From an optimization exercise on the open Yosys and OpenROAD flow, aimed at small area, a short achievable clock period and few clock cycles; shortcuts taken in it are not production practice.
In this exercise RTL edits were held to simulation tests only and were not proved equivalent to the original.

==> inputs of job 236 <==
==> flow/design.v (excerpt) <==
module move_generator(
    input wire    clk_in,
    input wire    rst_in,
    input wire [427:0] board_in,
    input wire    captures_only_in,
    input wire    valid_in,
    output logic [14:0] move_out,
    output logic  valid_out,
    output logic  ready_out
);
==> flow/config.mk <==
export PLATFORM = sky130hd
export DESIGN_NAME = move_generator
export DESIGN_NICKNAME = move_generator
export VERILOG_FILES = /design/flow/design.v
export SDC_FILE = /design/flow/constraint.sdc
export NUM_CORES = 4
export LEC_CHECK = 0
export CAP_MARGIN = 30
export CORE_MARGIN = 2
export CORE_UTILIZATION = 40
export SETUP_SLACK_MARGIN = 0.3
export SLEW_MARGIN = 30
==> flow/constraint.sdc <==
create_clock -name core_clock -period 11.0 [get_ports {clk_in}]
set_input_delay 2.2000 -clock core_clock [delete_from_list [all_inputs] [get_ports {clk_in}]]
set_output_delay 2.2000 -clock core_clock [all_outputs]
set_load 0.01 [all_outputs]
standard.sh (not shown) runs the stock make flow with config.mk's settings and CLKGATE_MAP_FILE= SYNTH_SCRIPT=/design/flow/synth_recipe.tcl, a recipe that flattens the netlist after the stock synthesis.
==> flow/flow/run.sh <==
#!/bin/bash
# Standard ORFS layout (the standard.sh, standard synthesis unchanged) with a larger
# setup-slack margin for repair_timing, so that timing repair keeps shortening the critical
# paths below the 11 ns clock period. The SDC, clock period and all other settings are the standard flow's.
set -euo pipefail
MARGIN=6.5
sed -E "s/SETUP_SLACK_MARGIN=[-0-9.]+/SETUP_SLACK_MARGIN=${MARGIN}/" standard.sh > standard_margin.sh
grep -q "SETUP_SLACK_MARGIN=${MARGIN}" standard_margin.sh
bash standard_margin.sh > flow_make.log 2>&1
==> job 8075: changes against job 236 <==
--- a/flow/design.v
+++ b/flow/design.v
@@ -95,34 +95,35 @@
                 pd[k] = pd[k] & pd[k+s];
             end
         lineatk = gu | gd;
     endfunction
     logic ready_q;
     logic first_q;
     logic [63:0] c0, c1, c2, rOwn;
-    logic [5:0] rK0, rK1;
     logic [3:0] rCastle;
     logic [3:0] rEp;
     logic rBlack, rCap;
     assign ready_out = ready_q;
     wire acc = valid_in & ready_q;
     wire [63:0] in_N = board_in[171:108];
     wire [63:0] in_B = board_in[235:172];
     wire [63:0] in_R = board_in[299:236];
     wire [63:0] in_Q = board_in[363:300];
     wire [63:0] in_P = board_in[427:364];
-    logic [63:0] koh;
+    logic [5:0] rKe;
+    logic [63:0] ekoh, okoh;
     always_comb begin
-        koh = 64'b0;
-        koh[rK0] = 1'b1;
-        koh[rK1] = 1'b1;
+        ekoh = 64'b0;
+        ekoh[rKe] = 1'b1;
+        okoh = 64'b0;
+        okoh[s2_src] = 1'b1;
     end
     wire [63:0] own = rOwn;
-    wire [63:0] occ = c0 | c1 | c2 | koh;
-    wire [63:0] dm = rCap ? (occ & ~own) : ~(occ & own);
+    wire [63:0] occ = c0 | c1 | c2;
+    wire [63:0] dm = rCap ? ((occ | ekoh) & ~own) : ~(occ & own);
     logic [63:0] cur_dst, nxt_dst;
     wire cur_v = |cur_dst;
     wire nxt_v = |nxt_dst;
     logic s1_v, s2a_v;
     wire [63:0] m = own & (c0 | c1 | c2) & ~(c2 & c1);
     wire [63:0] sel_low = lowbit(m);
     wire [5:0] sel_src = enc64(sel_low);
@@ -143,121 +144,108 @@
     logic [14:0] D1, A1;
     always_comb begin
         R1 = 8'b0; R1[r1] = 1'b1;
         F1 = 8'b0; F1[f1] = 1'b1;
         D1 = 15'b0; D1[dsum1] = 1'b1;
         A1 = 15'b0; A1[asum1] = 1'b1;
     end
-    logic [7:0] o_r, o_f, o_d, o_a;
+    wire [63:0] en = occ & ~own;
+    logic [7:0] o_r, o_f, o_d, o_a, e_d, e_a;
     always_comb begin
         for (integer x = 0; x < 8; x = x + 1) begin
             o_r[x] = 1'b0;
             o_f[x] = 1'b0;
             o_d[x] = 1'b0;
             o_a[x] = 1'b0;
+            e_d[x] = 1'b0;
+            e_a[x] = 1'b0;
             for (integer y = 0; y < 8; y = y + 1) begin
                 o_r[x] = o_r[x] | (occ[y*8 + x] & R1[y]);
                 o_f[x] = o_f[x] | (occ[x*8 + y] & F1[y]);
                 o_d[x] = o_d[x] | (occ[x*8 + y] & D1[y - x + 7]);
+                e_d[x] = e_d[x] | (en[x*8 + y] & D1[y - x + 7]);
                 o_a[x] = o_a[x] | (occ[x*8 + y] & A1[x + y]);
+                e_a[x] = e_a[x] | (en[x*8 + y] & A1[x + y]);
             end
         end
     end
     wire [7:0] a1_r = lineatk(o_r, f1);
     wire [7:0] a1_f = lineatk(o_f, r1);
     wire [7:0] a1_d = lineatk(o_d, r1);
     wire [7:0] a1_a = lineatk(o_a, r1);
+    wire [2:0] rp1 = rBlack ? r1 - 3'd1 : r1 + 3'd1;
+    wire [2:0] rp2 = rBlack ? r1 - 3'd2 : r1 + 3'd2;
+    wire pw_push = ~rCap & ~o_f[rp1];
+    wire pw_dbl = pw_push & (r1 == (rBlack ? 3'd6 : 3'd1)) & ~o_f[rp2];
+    wire ep_row = rEp[3] & (rp1 == (rBlack ? 3'd2 : 3'd5));
+    wire pw_lc = (f1 != 3'd0) & ((rBlack ? e_d[rp1] : e_a[rp1]) | (ep_row & (f1 - 3'd1 == rEp[2:0])));
+    wire pw_rc = (f1 != 3'd7) & ((rBlack ? e_a[rp1] : e_d[rp1]) | (ep_row & (f1 + 3'd1 == rEp[2:0])));
+    logic [7:0] pv_f, pv_d, pv_a;
+    always_comb begin
+        pv_f = 8'b0; pv_f[rp1] = pw_push; pv_f[rp2] = pw_dbl;
+        pv_d = 8'b0; pv_d[rp1] = rBlack ? pw_lc : pw_rc;
+        pv_a = 8'b0; pv_a[rp1] = rBlack ? pw_rc : pw_lc;
+    end
+    wire pw_promo = r1 == (rBlack ? 3'd1 : 3'd6);
     logic tK, tC, tN, tD, tO, tP;
     logic [5:0] s2_src;
     logic [3:0] dsum, asum;
     logic [7:0] q_r, q_f, q_d, q_a;
+    logic s2_promo, s2_fl, s2_fp, s2_fr;
     wire [2:0] r = s2_src[5:3];
     wire [2:0] f = s2_src[2:0];
     logic [7:0] Rdec, Fdec;
     logic [14:0] Ddec, Adec;
-    logic [63:0] oh;
     always_comb begin
         Rdec = 8'b0; Rdec[r] = 1'b1;
         Fdec = 8'b0; Fdec[f] = 1'b1;
         Ddec = 15'b0; Ddec[dsum] = 1'b1;
         Adec = 15'b0; Adec[asum] = 1'b1;
-        oh = 64'b0; oh[s2_src] = 1'b1;
     end
-    logic [7:0] nb_f, nb_r;
+    logic [7:0] nb_f, nb_r, nb2_f, nb2_r;
     always_comb begin
         for (integer k = 0; k < 8; k = k + 1) begin
             nb_f[k] = (k > 0 ? Fdec[k-1] : 1'b0) | (k < 7 ? Fdec[k+1] : 1'b0);
             nb_r[k] = (k > 0 ? Rdec[k-1] : 1'b0) | (k < 7 ? Rdec[k+1] : 1'b0);
+            nb2_f[k] = (k > 1 ? Fdec[k-2] : 1'b0) | (k < 6 ? Fdec[k+2] : 1'b0);
+            nb2_r[k] = (k > 1 ? Rdec[k-2] : 1'b0) | (k < 6 ? Rdec[k+2] : 1'b0);
         end
     end
-    wire [7:0] at_r = tK ? nb_f : q_r;
+    wire [1:0] rights = rBlack ? rCastle[3:2] : rCastle[1:0];
+    wire [7:0] back = rBlack ? occ[63:56] : occ[7:0];
+    wire c_g = rights[0] & ~back[5] & ~back[6];
+    wire c_c = rights[1] & ~back[1] & ~back[2] & ~back[3];
+    wire [7:0] cvec = {1'b0, c_g, 3'b000, c_c, 2'b00};
+    wire vK = s2a_v & tK;
+    wire vN = s2a_v & tN;
+    wire [7:0] at_r = tK ? nb_f : (tC ? cvec : q_r);
     wire [7:0] at_f = tK ? nb_r : q_f;
-    wire [7:0] at_d = q_d;
-    wire [7:0] at_a = q_a;
-    wire [7:0] Kd = nb_r & {8{s2a_v & tK}};
-    wire enRF = s2a_v & (tO | tK);
-    wire enDA = s2a_v & tD;
-    wire [7:0] Rl = Rdec & {8{enRF}};
-    wire [7:0] Fl = Fdec & {8{enRF}};
-    wire [14:0] Dl = Ddec & {15{enDA}};
-    wire [14:0] Al = Adec & {15{enDA}};
-    logic [63:0] slide;
-    logic [63:0] knight;
+    wire [7:0] Rl = Rdec & {8{s2a_v & (tO | tK | tC)}};
+    wire [7:0] Fl = Fdec & {8{s2a_v & (tO | tK | tP)}};
+    wire [14:0] Dl = Ddec & {15{s2a_v & (tD | tP)}};
+    wire [14:0] Al = Adec & {15{s2a_v & (tD | tP)}};
+    wire [7:0] X1 = nb_r & {8{vK | vN}};
+    wire [7:0] Y1 = tK ? nb_f : nb2_f;
+    wire [7:0] X2 = nb2_r & {8{vN}};
+    wire [7:0] Y2 = nb_f;
+    logic [63:0] s2_raw;
     always_comb begin
         for (integer i = 0; i < 8; i = i + 1)
             for (integer j = 0; j < 8; j = j + 1)
-                slide[i*8 + j] = (Rl[i] & at_r[j]) | (Fl[j] & at_f[i]) |
-                                 (Dl[j - i + 7] & at_d[i]) | (Al[i + j] & at_a[i]) | (Kd[i] & nb_f[j]);
-        for (integer t = 0; t < 64; t = t + 1) begin
-            knight[t] = 1'b0;
-            for (integer s = 0; s < 64; s = s + 1) begin
-                if (((s/8 - t/8 == 1 || t/8 - s/8 == 1) && (s%8 - t%8 == 2 || t%8 - s%8 == 2)) ||
-                    ((s/8 - t/8 == 2 || t/8 - s/8 == 2) && (s%8 - t%8 == 1 || t%8 - s%8 == 1)))
-                    knight[t] = knight[t] | oh[s];
-            end
-        end
-        knight = knight & {64{s2a_v & tN}};
-    end
-    wire [5:0] fidx = s2_src + (rBlack ? 6'd56 : 6'd8);
-    wire [5:0] fidx2 = s2_src + (rBlack ? 6'd48 : 6'd16);
-    logic [63:0] ohF, ohF2;
-    always_comb begin
-        ohF = 64'b0; ohF[fidx] = s2a_v & tP;
-        ohF2 = 64'b0; ohF2[fidx2] = s2a_v & tP & ~rCap & (r == (rBlack ? 3'd6 : 3'd1));
-    end
-    wire [63:0] p_push = ohF & ~occ & {64{~rCap}};
-    wire [63:0] p_dbl = ohF2 & ~occ & (rBlack ? ~(occ >> 8) : ~(occ << 8));
-    logic [63:0] epsq;
-    always_comb begin
-        epsq = 64'b0;
-        epsq[{rBlack ? 3'd2 : 3'd5, rEp[2:0]}] = rEp[3];
-    end
-    wire [63:0] capt = (occ & ~own) | epsq;
-    wire [63:0] p_lc = (ohF >> 1) & 64'h7F7F7F7F7F7F7F7F & capt;
-    wire [63:0] p_rc = (ohF << 1) & 64'hFEFEFEFEFEFEFEFE & capt;
-    wire [63:0] BACK = 64'hFF000000000000FF;
-    wire p_fl = |(p_lc & BACK);
-    wire p_fp = |(p_push & BACK);
-    wire p_fr = |(p_rc & BACK);
-    wire p_promo = s2a_v & tP & (r == (rBlack ? 3'd1 : 3'd6));
+                s2_raw[i*8 + j] = (Rl[i] & at_r[j]) | (Fl[j] & at_f[i]) |
+                                  (Dl[j - i + 7] & q_d[i]) | (Al[i + j] & q_a[i]) |
+                                  (X1[i] & Y1[j]) | (X2[i] & Y2[j]);
+    end
+    wire [63:0] s2_dst = s2_raw & (dm | {64{tP | tC}});
+    wire p_promo = s2a_v & tP & s2_promo;
+    wire p_fl = s2_fl;
+    wire p_fp = s2_fp;
+    wire p_fr = s2_fr;
     wire p_repl2 = ~rCap & ~p_fp;
     wire [1:0] p_repr = p_fl ? 2'd1 : ((p_fp | rCap) ? 2'd2 : 2'd3);
-    wire [1:0] rights = rBlack ? rCastle[3:2] : rCastle[1:0];
-    wire [7:0] back = rBlack ? occ[63:56] : occ[7:0];
-    wire c_g = s2a_v & tC & rights[0] & ~back[5] & ~back[6];
-    wire c_c = s2a_v & tC & rights[1] & ~back[1] & ~back[2] & ~back[3];
-    logic [63:0] cbits;
-    always_comb begin
-        cbits = 64'b0;
-        for (integer i = 0; i < 8; i = i + 1) begin
-            cbits[i*8 + 6] = Rdec[i] & c_g;
-            cbits[i*8 + 2] = Rdec[i] & c_c;
-        end
-    end
-    wire [63:0] s2_dst = ((slide | knight) & dm) | p_push | p_dbl | p_lc | p_rc | cbits;
     logic [5:0] cur_src, nxt_src;
     logic cur_cs, nxt_cs;        
     logic cur_pr, nxt_pr;        
     logic cur_fl, nxt_fl, cur_fp, nxt_fp, cur_fr, nxt_fr;
     logic cur_rl, nxt_rl;
     logic [1:0] cur_rr, nxt_rr;
     logic [3:0] pcnt;
@@ -277,14 +265,15 @@
         if (cur_cs) special = SPECIAL_CASTLE;
         else if (cur_pr) special = {1'b1, pcnt[1:0]};
         else special = SPECIAL_NONE;
     end
     wire [63:0] s2_g = s2_dst & {64{~rst_in}};
     wire [63:0] take = sel_low & {64{sel_en}};
     wire [63:0] was_q = c2 & ~c0;
+    wire [63:0] kset = (okoh | ekoh) & {64{first_q}};
     always_ff @(posedge clk_in) begin
         move_out <= {cur_src, cur_idx, special};
         valid_out <= cur_v & ~rst_in;
         if (rst_in) begin
             ready_q <= 1'b1;
             first_q <= 1'b0;
         end else begin
@@ -292,24 +281,27 @@
             if (acc) ready_q <= 1'b0;
             else if (~ready_q & done) ready_q <= 1'b1;
         end
         if (ready_q) begin
             c0 <= in_N | in_R | in_P;
             c1 <= in_B | in_R;
             c2 <= in_Q | in_P;
+            rKe <= board_in[7] ? board_in[37:32] : board_in[43:38];
             rOwn <= board_in[107:44] ^ {64{board_in[7]}};
-            rK0 <= board_in[37:32];
-            rK1 <= board_in[43:38];
             rEp <= board_in[29:26];
             rCastle <= board_in[25:22];
             rBlack <= board_in[7];
             rCap <= captures_only_in;
         end else begin
             for (integer i = 0; i < 64; i = i + 1)
-                if (take[i]) begin
+                if (kset[i]) begin
+                    c0[i] <= 1'b0;
+                    c1[i] <= 1'b1;
+                    c2[i] <= 1'b1;
+                end else if (take[i]) begin
                     c0[i] <= was_q[i];
                     c1[i] <= 1'b1;
                     c2[i] <= ~was_q[i];
                 end
         end
         if (rst_in | ready_q) begin
             s1_v <= 1'b0;
@@ -333,15 +325,20 @@
         end else if (first_q) begin
             {tK, tC, tN, tD, tO, tP} <= 6'b010000;
         end else if (adv2 | ~s2a_v) begin
             {tK, tC, tN, tD, tO, tP} <= {2'b00, s1N, s1D, s1O, s1P};
             s2_src <= s1_src;
             dsum <= dsum1;
             asum <= asum1;
-            {q_r, q_f, q_d, q_a} <= {a1_r, a1_f, a1_d, a1_a};
+            if (s1P) {q_r, q_f, q_d, q_a} <= {8'b0, pv_f, pv_d, pv_a};
+            else {q_r, q_f, q_d, q_a} <= {a1_r, a1_f, a1_d, a1_a};
+            s2_promo <= pw_promo;
+            s2_fl <= pw_lc;
+            s2_fp <= pw_push;
+            s2_fr <= pw_rc;
         end
         if (cur_free) begin
             if (nxt_take) begin
                 cur_dst <= nxt_dst; cur_src <= nxt_src; cur_cs <= nxt_cs; cur_pr <= nxt_pr;
                 cur_fl <= nxt_fl; cur_fp <= nxt_fp; cur_fr <= nxt_fr; cur_rl <= nxt_rl; cur_rr <= nxt_rr;
             end else begin
                 cur_dst <= s2_g; cur_src <= s2_src; cur_cs <= tC; cur_pr <= p_promo;
==> flow/flow/run.sh (replaced) <==
#!/bin/bash
# Standard ORFS layout (the standard.sh, standard synthesis unchanged) with a larger
# setup-slack margin for repair_timing, so that timing repair keeps shortening the critical
# paths below the 11 ns clock period. The SDC, clock period and all other settings are the standard flow's.
set -euo pipefail
MARGIN=7.0
sed -E "s/SETUP_SLACK_MARGIN=[-0-9.]+/SETUP_SLACK_MARGIN=${MARGIN}/" standard.sh > standard_margin.sh
grep -q "SETUP_SLACK_MARGIN=${MARGIN}" standard_margin.sh
bash standard_margin.sh > flow_make.log 2>&1
==> comparison <==
Between job 8075 and job 236, the lower routed wire length is in job 8075 (gap about 10%, measured against job 236). Against job 236, the register-to-register slack of job 8075 is better by 0.39 ns. In job 236 the flip-flop and latch count is higher than in job 8075, by 3. Of job 236 and job 8075, job 236 has the higher synthesized cell count (gap 8.5%, measured against job 8075).
Testbench counts of job 236, summed over its fixed seeds: cycles 103,931.
Testbench counts of job 8075, summed over its fixed seeds: cycles 103,931.

[static timing again, ports no longer ideal]
No port has a modelled driver above. Below, the same layouts with a new extraction and two added sets of constraints.
Step 1 assumes that a clkbuf_16 drives the clock port and a buf_2 every other input.
Step 2, shift: input delay + t, output delay - t, t = (earliest + latest rising clock arrival at the registers) / 2. This alone moves slack from input paths to output paths.
Slacks: ideal ports / drivers / drivers and shift; pairs: ideal ports / drivers.
run | shift t [ns] | setup slack, ns | hold slack, ns | worst setup path after step 2 | slew at the worst register clock pin (ns)
job 236 | 0.772 | 6.264 / 6.264 / 6.100 | 0.343 / 0.343 / 0.343 | input to register | 0.07 / 0.07
job 8075 | 0.794 | 6.651 / 6.651 / 6.321 | 0.339 / 0.339 / 0.339 | input to register | 0.07 / 0.07
After both steps every run listed still meets setup and hold. For job 8075, which loses most, drivers alone change the setup slack by 0.000 ns; drivers and shift together by -0.330 ns.
